Source: an optimization exercise on an open RTL-to-GDS flow (aim: small area and a short achievable clock period). Production flows keep margins and buffers that such runs may drop.
In this exercise RTL edits were held to simulation tests only and were not proved equivalent to the original.

== 10-09 ==
==> flow/design.v <==
module PE (
    input  wire         Clock,
    input  wire         rst_n,
    input  wire         data_clear,
    input  wire         en_b_shift_bottom,
    input  wire         en_shift_right,
    input  wire         en_shift_bottom,
    input  wire [3:0]   step,        
    input  wire         busy,        
    input  wire         valid,       
    input  wire [15:0]  b_in,
    input  wire [15:0]  a_in,
    input  wire [15:0]  ps_in,
    output wire [15:0]  a_shift_to_right,
    output wire [15:0]  b_shift_to_bottom,
    output wire [15:0]  partial_sum_to_bottom
);
    reg [15:0] a_reg;
    reg [15:0] b_reg;
    reg [15:0] acc;
    reg [15:0] ps_reg;
    always @(posedge Clock)
        if (en_shift_right) a_reg <= a_in;
    always @(posedge Clock)
        if (en_b_shift_bottom) b_reg <= b_in;
    assign a_shift_to_right  = a_reg;
    assign b_shift_to_bottom = b_reg;
    wire [4:0] bsel = ({5{step[0]}} & b_reg[15:11])
                    | ({5{step[1]}} & b_reg[11:7])
                    | ({5{step[2]}} & b_reg[7:3])
                    | ({5{step[3]}} & {b_reg[3:0], 1'b0});
    wire [5:0] dnext = {bsel[4] & ~(bsel[3] & bsel[2]),                                    
                        (bsel[4] & ~bsel[3] & ~bsel[2]) | (~bsel[4] & bsel[3] & bsel[2]),  
                        bsel[3] ^ bsel[2],                                                 
                        bsel[2] & ~(bsel[1] & bsel[0]),                                    
                        (bsel[2] & ~bsel[1] & ~bsel[0]) | (~bsel[2] & bsel[1] & bsel[0]),  
                        bsel[1] ^ bsel[0]};                                                
    reg  [5:0] dq;
    always @(posedge Clock)
        dq <= dnext & {6{valid}};
    wire one_l = dq[0], two_l = dq[1], neg_l = dq[2];
    wire one_h = dq[3], two_h = dq[4], neg_h = dq[5];
    reg  [2:0]  cq;
    wire [15:0] a2  = {a_reg[14:0], 1'b0};
    wire [15:0] rl  = (({16{one_l}} & a_reg) | ({16{two_l}} & a2)) ^ {16{neg_l}};
    wire [15:0] rh  = (({16{one_h}} & a_reg) | ({16{two_h}} & a2)) ^ {16{neg_h}};
    wire [15:0] r0  = {acc[11:0], 1'b0, neg_h, 1'b0, neg_l};
    wire [15:0] r2  = {rh[13:0], 2'b00};
    wire [15:0] s1  = r0 ^ rl ^ r2;
    wire [15:0] c1  = {(r0[14:0] & rl[14:0]) | (r0[14:0] & r2[14:0]) | (rl[14:0] & r2[14:0]), 1'b0};
    wire [4:0]  b0  = {1'b0, s1[3:0]}   + {1'b0, c1[3:0]};
    wire [4:0]  b1  = {1'b0, s1[7:4]}   + {1'b0, c1[7:4]};
    wire [4:0]  b2  = {1'b0, s1[11:8]} + {1'b0, c1[11:8]} + {4'b0000, cq[0]};
    wire [3:0]  b3  = s1[15:12] + c1[15:12] + {3'b000, cq[1]};
    wire [15:0] step_sum = {b3, b2[3:0], b1[3:0], b0[3:0]};
    wire [15:0] acc_inc = acc + {3'd0, cq[2], 3'd0, cq[1], 3'd0, cq[0], 4'd0};
    always @(posedge Clock or negedge rst_n) begin
        if (!rst_n) begin
            acc <= 16'd0;
            cq  <= 3'd0;
        end else if (data_clear) begin
            acc <= 16'd0;
            cq  <= 3'd0;
        end else if (busy) begin
            acc <= step_sum;
            cq  <= {b2[4], b1[4], b0[4]};
        end else begin
            acc <= acc_inc;
            cq  <= 3'd0;
        end
    end
    wire [15:0] ps_sum;
    assign ps_sum = ps_in + acc;
    always @(posedge Clock or negedge rst_n) begin
        if (!rst_n)
            ps_reg <= 16'd0;
        else if (data_clear)
            ps_reg <= 16'd0;
        else if (en_shift_bottom)
            ps_reg <= ps_sum;
    end
    assign partial_sum_to_bottom = ps_reg;
endmodule
`timescale 1ns / 1ps
module SystolicArray4x4 (
    input  wire         Clock,
    input  wire         rst_n,
    input  wire         data_clear,
    input  wire         en_b_shift_bottom,
    input  wire         en_shift_right,
    input  wire         en_shift_bottom,
    input  wire [63:0]  a_left_in_flat,
    input  wire [63:0]  b_top_in_flat,
    input  wire [63:0]  ps_top_in_flat,
    output wire [63:0]  ps_bottom_out_flat
);
    reg [3:0] nz_a;
    reg [3:0] nz_b;
    reg [3:0] step;
    reg       busy;
    wire [3:0] nz_a_next = data_clear ? 4'b0000 :
                           en_shift_right ? {nz_a[2:0], 1'b1} : nz_a;
    wire [3:0] nz_b_next = en_b_shift_bottom ? {nz_b[2:0], 1'b1} : nz_b;
    always @(posedge Clock or negedge rst_n) begin
        if (!rst_n) begin
            nz_a <= 4'b0000;
            nz_b <= 4'b0000;
        end else begin
            nz_a <= nz_a_next;
            nz_b <= nz_b_next;
        end
    end
    wire load = en_shift_right | en_b_shift_bottom;
    always @(posedge Clock or negedge rst_n) begin
        if (!rst_n) begin
            step <= 4'd0;
            busy <= 1'b0;
        end else if (data_clear) begin
            step <= 4'd0;
            busy <= 1'b0;
        end else if (load) begin
            step <= 4'b0001;
            busy <= 1'b0;
        end else begin
            step <= {step[2:0], 1'b0};
            busy <= |step;
        end
    end
    wire [15:0] a_wire  [0:3][0:3];
    wire [15:0] b_wire  [0:3][0:3];
    wire [15:0] ps_wire [0:3][0:3];
    genvar r, c;
    generate
        for (r = 0; r < 4; r = r + 1) begin : ROW_BLOCK
            for (c = 0; c < 4; c = c + 1) begin : COL_BLOCK
                wire [15:0] a_in  = (c == 0) ? a_left_in_flat[16*r +: 16] : a_wire[r][c-1];
                wire [15:0] b_in  = (r == 0) ? b_top_in_flat[16*c +: 16]  : b_wire[r-1][c];
                wire [15:0] ps_in = (r == 0) ? ps_top_in_flat[16*c +: 16] : ps_wire[r-1][c];
                PE u_pe (
                    .Clock                  (Clock),
                    .rst_n                  (rst_n),
                    .data_clear             (data_clear),
                    .en_b_shift_bottom      (en_b_shift_bottom),
                    .en_shift_right         (en_shift_right),
                    .en_shift_bottom        (en_shift_bottom),
                    .step                   (step),
                    .busy                   (busy),
                    .valid                  (nz_a[c] & nz_b[r]),
                    .b_in                   (b_in),
                    .a_in                   (a_in),
                    .ps_in                  (ps_in),
                    .a_shift_to_right       (a_wire[r][c]),
                    .b_shift_to_bottom      (b_wire[r][c]),
                    .partial_sum_to_bottom  (ps_wire[r][c])
                );
            end
        end
        for (c = 0; c < 4; c = c + 1) begin : OUT_MAP
            assign ps_bottom_out_flat[16*c +: 16] = ps_wire[3][c];
        end
    endgenerate
endmodule
export LEC_CHECK = 0
export CAP_MARGIN = 5
export CORE_MARGIN = 2
export CORE_UTILIZATION = 40
export PLACE_DENSITY = 0.6
export SETUP_SLACK_MARGIN = 3.0
export SLEW_MARGIN = 5
create_clock -name core_clock -period 5.8 [get_ports {Clock}]
standard.sh (not shown) runs the stock make flow with config.mk's settings and CLKGATE_MAP_FILE= SYNTH_SCRIPT=/design/flow/synth_recipe.tcl, a recipe that flattens the netlist after the stock synthesis.
==> flow/flow/run.sh <==
#!/bin/bash
# Layout flow: the standard ORFS flow, with plain buffers (instead of
# delay cells) on the ports. Each step's full output goes to its own log here.
set -euo pipefail
bash standard.sh synth > flow_synth.log 2>&1
bash standard.sh 'BUFFER_PORTS_ARGS=-buffer_cell sky130_fd_sc_hd__buf_2' finish > flow_layout.log 2>&1
10-09 reached the end of the flow, and the finished layout is clean on the timing, design-rule and antenna checks.
Relative to 10-09, the following input files were edited for 03-16:
--- a/flow/config.mk
+++ b/flow/config.mk
@@ -7,7 +7,7 @@
 export LEC_CHECK = 0
-export CAP_MARGIN = 5
+export CAP_MARGIN = 20
 export CORE_MARGIN = 2
 export CORE_UTILIZATION = 40
-export PLACE_DENSITY = 0.6
+export PLACE_DENSITY = 0.7
 export SETUP_SLACK_MARGIN = 3.0
-export SLEW_MARGIN = 5
+export SLEW_MARGIN = 20
Notes after the runs:
Min transition time of the tightest slew-check pin across 10-09 and 03-16: 10-09
Compared with 10-09, in 03-16 fraction of area in multi-input gates essentially unchanged; number of cells upsized or downsized after cts decreased about 7%; via count of the first global-routing pass increased 314; layout clock buffer count decreased about 14%; worst setup slack decreased 0.040 ns.
Clock distribution area overhead in the final layout, 10-09 and 03-16: lower on 03-16
The buffering stage count on the worst path with inverters included of 03-16 falls short of that of 10-09 by 1.

==> separate check: timing with driven ports <==
The flow's constraints put no driver on any port. The routed layouts listed below were extracted and timed again, unchanged, in two steps. Step 1 assumes that a clkbuf_16 drives the clock port and a buf_2 every other input. Step 2 moves the port delays by t, midway between the first and last clock arrival at a register: inputs arrive t later, outputs are due t later. That takes back most of the time a late clock gives input paths. Slacks: no drivers / after step 1 / after step 2; pairs: no drivers / after step 1.
run | t, ns | setup WS [ns] | worst slew at a driven data input, ns
10-09 | 0.862 | 3.007 / 3.007 / 2.337 | 0.23
03-16 | 0.859 | 2.967 / 2.967 / 2.177 | 0.22
After both steps every run listed still meets setup and hold. The setup slack of 03-16, which loses most, moves by 0.000 ns with the drivers and by -0.790 ns with both steps.
